Context: an optimization exercise on an open-source flow, tuned for small area. The choices shown serve that exercise and are no tape-out recipe. Only simulation tests tie the RTL to the original design; equivalence was not proved. The clock input has no modelled driver; a real chip could not lean on it and would need a root buffer or a full tree. Power figures rest on the tool's default switching activity, not on a simulated workload.

build 68:
// audio_top
module audio_top
	#(parameter RESOLUTION = 24, ECHO_DEPTH = 128)
(
	input MCLK,
	input reset,
	input GPIO3,
	input [9:0] SW,
	output GPIO1, GPIO2, GPIO4,
	output [9:0] LEDR
	);
localparam BW = 22;	 
wire [8:0] n;
wire [RESOLUTION-1:0] data_L_in, data_R_in, effects_L_out, effects_R_out, data_L_out, data_R_out;
wire [BW-1:0] push_L, push_R, delayed_L, delayed_R;
wire acc;
clock_div clk0 (.clk(MCLK), .reset(reset), .n(n));
assign GPIO2 = ~n[2];	 
assign GPIO1 = ~n[8];	 
wire step = ~reset & (n[7:0] == 8'hff);
i2s_decode #(.RESOLUTION(RESOLUTION)) dec (.clk(MCLK), .n(n), .data_in(GPIO3), .data_out_L(data_L_in), .data_out_R(data_R_in));
effects #(.RESOLUTION(RESOLUTION), .BW(BW)) eL1 (.clk(MCLK), .step(step), .acc(acc), .sw0(SW[0]), .data_in(data_R_in), .delayed(delayed_L), .push(push_L), .data_out(effects_L_out));
effects #(.RESOLUTION(RESOLUTION), .BW(BW)) eR1 (.clk(MCLK), .step(step), .acc(acc), .sw0(SW[0]), .data_in(data_L_in), .delayed(delayed_R), .push(push_R), .data_out(effects_R_out));
echo #(.W(2*BW), .DEPTH(ECHO_DEPTH)) dl (.clk(MCLK), .reset(reset), .step(step), .enable(SW[1]), .phase(n[6:0]),
	.push({push_L, push_R}), .delayed({delayed_L, delayed_R}), .acc(acc));
flip_flop_data #(.RESOLUTION(RESOLUTION)) bp1 (.clk(MCLK), .ce(step & n[8]), .data_in(effects_L_out), .data_out(data_L_out));
flip_flop_data #(.RESOLUTION(RESOLUTION)) bp2 (.clk(MCLK), .ce(step & ~n[8]), .data_in(effects_R_out), .data_out(data_R_out));
i2s_encode #(.RESOLUTION(RESOLUTION)) enc (.clk(MCLK), .n(n), .data_in_L(data_L_out), .data_in_R(data_R_out), .data_out(GPIO4));
assign LEDR[9:1] = data_L_in[RESOLUTION-2:RESOLUTION-10];
assign LEDR[0] = data_L_in[0];
endmodule
Settings: LEC_CHECK=0, CAP_MARGIN=20, CORE_MARGIN=2, CORE_UTILIZATION=40, CTS_CLUSTER_DIAMETER=80, CTS_CLUSTER_SIZE=30, SLEW_MARGIN=20; clock period 40.0 ns.
run.sh (not shown) runs the stock make flow with config.mk's settings and CLKGATE_MAP_FILE= SYNTH_SCRIPT=/design/flow/synth_recipe.tcl, a recipe that flattens the netlist after the stock synthesis.
diff inputs: build 68 => build 53
Settings: CTS_CLUSTER_DIAMETER: 80 -> unset; CTS_CLUSTER_SIZE: 30 -> unset.
Compared with build 68, in build 53 time the final worst path needs with I/O delays and setup shows an increase of 0.030 ns, global-route usage went up, met1 usage increased by 0.16 points relative to the old numbers, utilization after layout went up.
[compare] base=build 68 new=build 53: maximum clock frequency held steady, power after layout grew by 2.3 mW, via count grew by about 6%.
The inputs of build 62 differ from those of build 53 as listed below.
Settings: CTS_CLUSTER_SIZE now 30, previously not set; PLACE_DENSITY now 0.75, previously not set; CORE_UTILIZATION now 65, was 40; CTS_CLUSTER_DIAMETER now 80, previously not set.
## What came out
- In summary, build 62 completed successfully, with a layout that passed the timing, design-rule and antenna checks.
- The setup slack of build 62 is larger than that of build 53.
- On build 62: count of clock-buffer cells in the layout is 541 lower than what build 53 gave.
- Compared to build 53, build 62 has net switching share of the total power 0.17 points higher.
- Build 62 vs build 53: non-clock buffer count up
- Final cell count: lower on build 62
- Build 62 against build 53: global-route wire length before repair grew by 1.3%; share of power burned in combinational logic rose 0.4 points; die area fell about 40%.

---

audio_top, a different RTL version from the one above (not shown whole).
Size: about 6600 cells after synthesis, about 5800 flip-flops, ~26 I/O pins.
==> flow/config.mk <==
export PLATFORM = sky130hd
export DESIGN_NAME = audio_top
export DESIGN_NICKNAME = audio_top
export VERILOG_FILES = /design/flow/design.v
export SDC_FILE = /design/flow/constraint.sdc
export NUM_CORES = 8
export LEC_CHECK = 0
export CAP_MARGIN = 20
export CORE_MARGIN = 2
export CORE_UTILIZATION = 40
export SLEW_MARGIN = 20
==> flow/constraint.sdc <==
create_clock -name core_clock -period 40.0 [get_ports {MCLK}]
set_input_delay 8.0000 -clock core_clock [delete_from_list [all_inputs] [get_ports {MCLK}]]
set_output_delay 8.0000 -clock core_clock [all_outputs]
set_load 0.01 [all_outputs]
standard.sh (not shown) runs the stock make flow with config.mk's settings and CLKGATE_MAP_FILE= SYNTH_SCRIPT=/design/flow/synth_recipe.tcl, a recipe that flattens the netlist after the stock synthesis.
==> flow/flow/run.sh <==
#!/bin/bash
# Own layout flow: the standard flow with three changes.
# 1. Synthesis: the standard flow's synthesis script unchanged, except that the final ABC
#    technology mapping uses flow/abc_area.script (area-oriented amap) and the
#    adders are not pre-mapped to half/full-adder cells (ADDER_MAP_FILE empty),
#    so ABC maps them too. Registers are untouched by either.
# 2. Port buffers are buf_1.
# 3. Clock tree: TritonCTS without dummy loads, clkbuf_4 leaf clusters, then
#    flow/leafsize.tcl gives each leaf clock buffer the smallest size that
#    keeps the slew at its flip-flop clock pins at or below LEAF_SLEW_TARGET.
set -euo pipefail
here=$(pwd)
{
  echo 'proc abc {args} {'
  echo '  set i [lsearch -exact $args -script]'
  echo "  if {\$i >= 0} { lset args [expr {\$i + 1}] $here/flow/abc_area.script }"
  echo '  yosys abc {*}$args'
  echo '}'
  cat synth_recipe.tcl
} > synth_area.tcl
make -C "$FLOW_HOME" DESIGN_CONFIG="$here/config.mk" WORK_HOME="$here/orfs" CLKGATE_MAP_FILE= ADDER_MAP_FILE= SYNTH_SCRIPT="$here/synth_area.tcl" synth > synth.log 2>&1
export BUFFER_PORTS_ARGS="-buffer_cell sky130_fd_sc_hd__buf_1"
export CTS_ARGS="-sink_clustering_enable -repair_clock_nets -dont_use_dummy_load -buf_list sky130_fd_sc_hd__clkbuf_4 -sink_clustering_size 12 -sink_clustering_max_diameter 40"
export POST_CTS_TCL="$here/flow/post_cts.tcl"
export DISSOLVE_MAX_SINKS=10 DISSOLVE_RADIUS_UM=70
export LEAF_SLEW_TARGET=0.12
bash standard.sh > standard.log 2>&1
==> flow/flow/dissolve.tcl <==
# Dissolve small leaf clock clusters: move each sink of a leaf buffer with few
# sinks to the nearest other leaf whose flip-flop clock-pin slew stays at or
# below LEAF_SLEW_TARGET, and delete the emptied buffer.
proc pin_worst_slew {pins} {
  set w 0.0
  foreach p $pins {
    foreach a {min max} { foreach e {rise fall} {
      set s [get_property $p slew_${a}_$e]
      if {$s > $w} { set w $s }
    }}
  }
  return $w
}
proc leaf_sinks {net inst} {
  set r {}
  foreach it [$net getITerms] {
    if {[$it getInst] eq $inst} continue
    lappend r $it
  }
  return $r
}
proc iterm_pin {it} { return [get_pins [[$it getInst] getName]/[[$it getMTerm] getName]] }
proc iterm_xy {it} { set b [[$it getInst] getBBox]; return [list [expr {([$b xMin]+[$b xMax])/2}] [expr {([$b yMin]+[$b yMax])/2}]] }

set target $::env(LEAF_SLEW_TARGET)
set maxsinks $::env(DISSOLVE_MAX_SINKS)
set radius [expr {$::env(DISSOLVE_RADIUS_UM) * [[ord::get_db_block] getDbUnitsPerMicron]}]
set block [ord::get_db_block]
estimate_parasitics -placement

# leaves: buffers whose output drives only flip-flop clock pins
set leaves {}
foreach inst [$block getInsts] {
  set m [[$inst getMaster] getName]
  if {![regexp {__clkbuf_[0-9]+$} $m]} continue
  set net [[$inst findITerm X] getNet]
  if {$net eq "NULL"} continue
  set ok 1; set n 0
  foreach it [leaf_sinks $net $inst] {
    if {[[$it getMTerm] getName] ne "CLK"} { set ok 0; break }
    incr n
  }
  if {$ok && $n > 0} { lappend leaves [list $n $inst] }
}
set leaves [lsort -integer -index 0 $leaves]
set alive [dict create]
foreach l $leaves { dict set alive [[lindex $l 1] getName] 1 }
set dissolved 0
foreach l $leaves {
  lassign $l n inst
  if {$n > $maxsinks} break
  set name [$inst getName]
  set net [[$inst findITerm X] getNet]
  set sinks [leaf_sinks $net $inst]
  set moved {}
  set fail 0
  foreach it $sinks {
    lassign [iterm_xy $it] sx sy
    # candidate leaves by distance from the sink to the leaf buffer
    set cands {}
    dict for {oname a} $alive {
      if {!$a || $oname eq $name} continue
      set oi [$block findInst $oname]
      set ob [$oi getBBox]
      set d [expr {abs(([$ob xMin]+[$ob xMax])/2 - $sx) + abs(([$ob yMin]+[$ob yMax])/2 - $sy)}]
      if {$d <= $radius} { lappend cands [list $d $oi] }
    }
    set placed 0
    foreach c [lsort -integer -index 0 $cands] {
      set oi [lindex $c 1]
      set onet [[$oi findITerm X] getNet]
      $it disconnect
      $it connect $onet
      estimate_parasitics -placement
      set pins {}
      foreach s [leaf_sinks $onet $oi] { lappend pins [iterm_pin $s] }
      if {[pin_worst_slew $pins] <= $target} { set placed 1; lappend moved [list $it $net]; break }
      $it disconnect
      $it connect $net
    }
    if {!$placed} { set fail 1; break }
  }
  if {$fail} {
    foreach mv $moved { lassign $mv it onet; $it disconnect; $it connect $onet }
    estimate_parasitics -placement
    continue
  }
  # all sinks moved: remove the buffer and its net
  dict set alive $name 0
  odb::dbInst_destroy $inst
  odb::dbNet_destroy $net
  incr dissolved
}
estimate_parasitics -placement
puts "dissolve: $dissolved leaf buffers removed"
==> flow/flow/leafsize.tcl <==
# Resize each leaf clock buffer (one that drives flip-flop clock pins) to the
# smallest clkbuf that keeps the slew at its flip-flop clock pins at or below
# LEAF_SLEW_TARGET (ns), then legalise the placement again.
proc leaf_worst_slew {pins} {
  set w 0.0
  foreach p $pins {
    foreach a {min max} { foreach e {rise fall} {
      set s [get_property $p slew_${a}_$e]
      if {$s > $w} { set w $s }
    }}
  }
  return $w
}
set target $::env(LEAF_SLEW_TARGET)
set sizes {sky130_fd_sc_hd__clkbuf_2 sky130_fd_sc_hd__clkbuf_4 sky130_fd_sc_hd__clkbuf_8 sky130_fd_sc_hd__clkbuf_16}
estimate_parasitics -placement
set nleaf 0
set changed 0
foreach inst [[ord::get_db_block] getInsts] {
  set m [[$inst getMaster] getName]
  if {![string match sky130_fd_sc_hd__clkbuf_* $m]} continue
  set onet [[$inst findITerm X] getNet]
  if {$onet eq "NULL"} continue
  set pins {}
  set leaf 1
  foreach it [$onet getITerms] {
    if {![$it isInputSignal] && ![$it isClocked]} { if {[$it getInst] eq $inst} continue }
    if {[$it getInst] eq $inst} continue
    set mt [$it getMTerm]
    if {[$mt getName] ne "CLK"} { set leaf 0; break }
    lappend pins [get_pins [[$it getInst] getName]/CLK]
  }
  if {!$leaf || [llength $pins] == 0} continue
  incr nleaf
  set name [$inst getName]
  set chosen $m
  foreach sz $sizes {
    replace_cell [get_cells $name] $sz
    if {[leaf_worst_slew $pins] <= $target} { set chosen $sz; break }
    set chosen $sz
  }
  if {$chosen ne $m} { incr changed }
}
puts "leafsize: $nleaf leaf buffers, $changed resized"
detailed_placement
check_placement -verbose
==> flow/flow/post_cts.tcl <==
source [file dirname [info script]]/dissolve.tcl
source [file dirname [info script]]/leafsize.tcl
Other scripts of this flow, unchanged in this note and not shown: flow/flow/abc_area.script
Then changed:
--- a/flow/flow/run.sh
+++ b/flow/flow/run.sh
@@ -26 +26 @@
-export LEAF_SLEW_TARGET=0.12
+export LEAF_SLEW_TARGET=0.124
After rerunning:
- The new run finished clean
- synthesized area is unchanged
- clock-buffer cell count fell by 6
- global-route usage hardly moves
- total power hardly moves
Then changed:
--- a/flow/flow/run.sh
+++ b/flow/flow/run.sh
@@ -2 +2 @@
-# Own layout flow: the standard flow with three changes.
+# Own layout flow: the standard flow (standard.sh) with these changes.
@@ -6 +6 @@
-#    so ABC maps them too. Registers are untouched by either.
+#    so ABC maps them too. Neither touches the registers.
@@ -8,2 +8,5 @@
-# 3. Clock tree: TritonCTS without dummy loads, clkbuf_4 leaf clusters, then
-#    flow/leafsize.tcl gives each leaf clock buffer the smallest size that
+# 3. Clock tree: TritonCTS without dummy loads and with clkbuf_4 sink clusters
+#    of at most 12 flip-flops; then, after CTS (flow/post_cts.tcl),
+#    flow/dissolve.tcl moves the flip-flops of small leaf clusters to nearby
+#    leaves that stay within LEAF_SLEW_TARGET and removes the emptied buffers,
+#    and flow/leafsize.tcl gives each leaf clock buffer the smallest size that
@@ -10,0 +14 @@
+# Each tool's output is in synth.log, standard.log and ORFS's orfs/logs/.
After rerunning: Worst hold slack is unchanged. Clock skew does not change. Clock power stays flat. Design area is unchanged. Via count does not change. Synthesized cell count is unchanged. Global-route usage does not change. Total power stays the same. Setup slack is unchanged. Sequential share of layout area is unchanged.
Then changed:
--- a/flow/flow/run.sh
+++ b/flow/flow/run.sh
@@ -13 +13,2 @@
-#    keeps the slew at its flip-flop clock pins at or below LEAF_SLEW_TARGET.
+#    keeps the slew at its flip-flop clock pins at or below LEAF_SLEW_TARGET,
+#    and flow/uppersize.tcl does the same for the buffers above the leaves.
--- a/flow/flow/leafsize.tcl
+++ b/flow/flow/leafsize.tcl
@@ -45,2 +44,0 @@
-detailed_placement
-check_placement -verbose
==> flow/flow/post_cts.tcl (replaced) <==
# Clock-tree clean-up after TritonCTS (see run.sh), then legalise again.
set dir [file dirname [info script]]
source $dir/dissolve.tcl
source $dir/leafsize.tcl
source $dir/uppersize.tcl
detailed_placement
check_placement -verbose
==> flow/flow/uppersize.tcl (new file) <==
# Give each upper clock-tree buffer (one driving other clock buffers) the
# smallest clkbuf that keeps the slew at every flip-flop clock pin below it at
# or below LEAF_SLEW_TARGET, then legalise the placement again.
proc us_sinks {inst} {
  # flip-flop clock pins in the subtree driven by inst
  set r {}
  set net [[$inst findITerm X] getNet]
  if {$net eq "NULL"} { return $r }
  foreach it [$net getITerms] {
    set i [$it getInst]
    if {$i eq $inst} continue
    if {[[$it getMTerm] getName] eq "CLK"} {
      lappend r [get_pins [$i getName]/CLK]
    } elseif {[regexp {__clkbuf_[0-9]+$} [[$i getMaster] getName]]} {
      set r [concat $r [us_sinks $i]]
    }
  }
  return $r
}
proc us_worst {pins} {
  set w 0.0
  foreach p $pins { foreach a {min max} { foreach e {rise fall} {
    set s [get_property $p slew_${a}_$e]
    if {$s > $w} { set w $s }
  }}}
  return $w
}
set target $::env(LEAF_SLEW_TARGET)
set sizes {sky130_fd_sc_hd__clkbuf_1 sky130_fd_sc_hd__clkbuf_2 sky130_fd_sc_hd__clkbuf_4 sky130_fd_sc_hd__clkbuf_8 sky130_fd_sc_hd__clkbuf_16}
estimate_parasitics -placement
set upper {}
foreach inst [[ord::get_db_block] getInsts] {
  set m [[$inst getMaster] getName]
  if {![regexp {__clkbuf_[0-9]+$} $m]} continue
  set net [[$inst findITerm X] getNet]
  if {$net eq "NULL"} continue
  set isup 0
  foreach it [$net getITerms] {
    if {[$it getInst] ne $inst && [[$it getMTerm] getName] ne "CLK"} { set isup 1 }
  }
  if {$isup} { lappend upper $inst }
}
set changed 0
foreach inst $upper {
  set m [[$inst getMaster] getName]
  set name [$inst getName]
  set pins [us_sinks $inst]
  set before [us_worst $pins]
  set lim [expr {max($target, $before)}]
  foreach sz $sizes {
    if {$sz eq $m} break
    replace_cell [get_cells $name] $sz
    if {[us_worst $pins] <= $lim} { incr changed; set m2 $sz; break }
    replace_cell [get_cells $name] $m
  }
}
puts "uppersize: [llength $upper] upper buffers, $changed downsized"
Effect: This time the run completed and failed the layout checks on capacitance limit, slew limit; sequential power is about the same; power shrinks by 0.47%; global-route usage barely changes; design area is about the same; register-to-register slack is worse by 620 ps; final cell count grows by 0.49%; first-iteration DRC count grows by 5.2%; fmax grows by 3.8%; via count grows by 0.53%; worst setup slack is better by 450 ps; die area stays the same.

port drivers added, routing unchanged:
How much do the figures lean on ideal ports? The routed layouts below were timed once more, with nothing changed but the port constraints. Step 1, drivers: a clkbuf_16 drives MCLK and a buf_2 each remaining input, both assumed. Step 2, shift: input delay + t, output delay - t, t = (earliest + latest rising clock arrival at the registers) / 2. This alone moves slack from input paths to output paths. a / b / c = no drivers / after step 1 / after step 2; a / b = the first two.
run | t, ns | setup WS [ns] | worst hold slack (ns) | latest minus earliest clock arrival (ns)
build 68 | 0.983 | 26.680 / 26.695 / 25.712 | 0.291 / 0.291 / 0.291 | 0.078 / 0.078
build 53 | 1.035 | 26.650 / 26.665 / 25.630 | 0.288 / 0.288 / 0.288 | 0.052 / 0.052
build 62 | 0.944 | 27.457 / 27.449 / 26.506 | 0.297 / 0.297 / 0.297 | 0.067 / 0.067
the first run of note 2 | 1.429 | 27.801 / 27.776 / 26.346 | 0.231 / 0.231 / 0.231 | 0.195 / 0.195
the second run of note 2 | 1.427 | 27.766 / 27.739 / 26.312 | 0.228 / 0.228 / 0.228 | 0.174 / 0.174
the third run of note 2 | 1.427 | 27.766 / 27.739 / 26.312 | 0.228 / 0.228 / 0.228 | 0.174 / 0.174
the fourth run of note 2 | 2.111 | 28.212 / 28.185 / 26.074 | 0.044 / 0.044 / 0.044 | 1.000 / 1.000
In the fourth run of note 2 the clock reaches the registers at very different times; t lies between them, and the last value is a rough guide only. For the fourth run of note 2, which loses most, drivers alone change the setup slack by -0.027 ns; drivers and shift together by -2.138 ns.
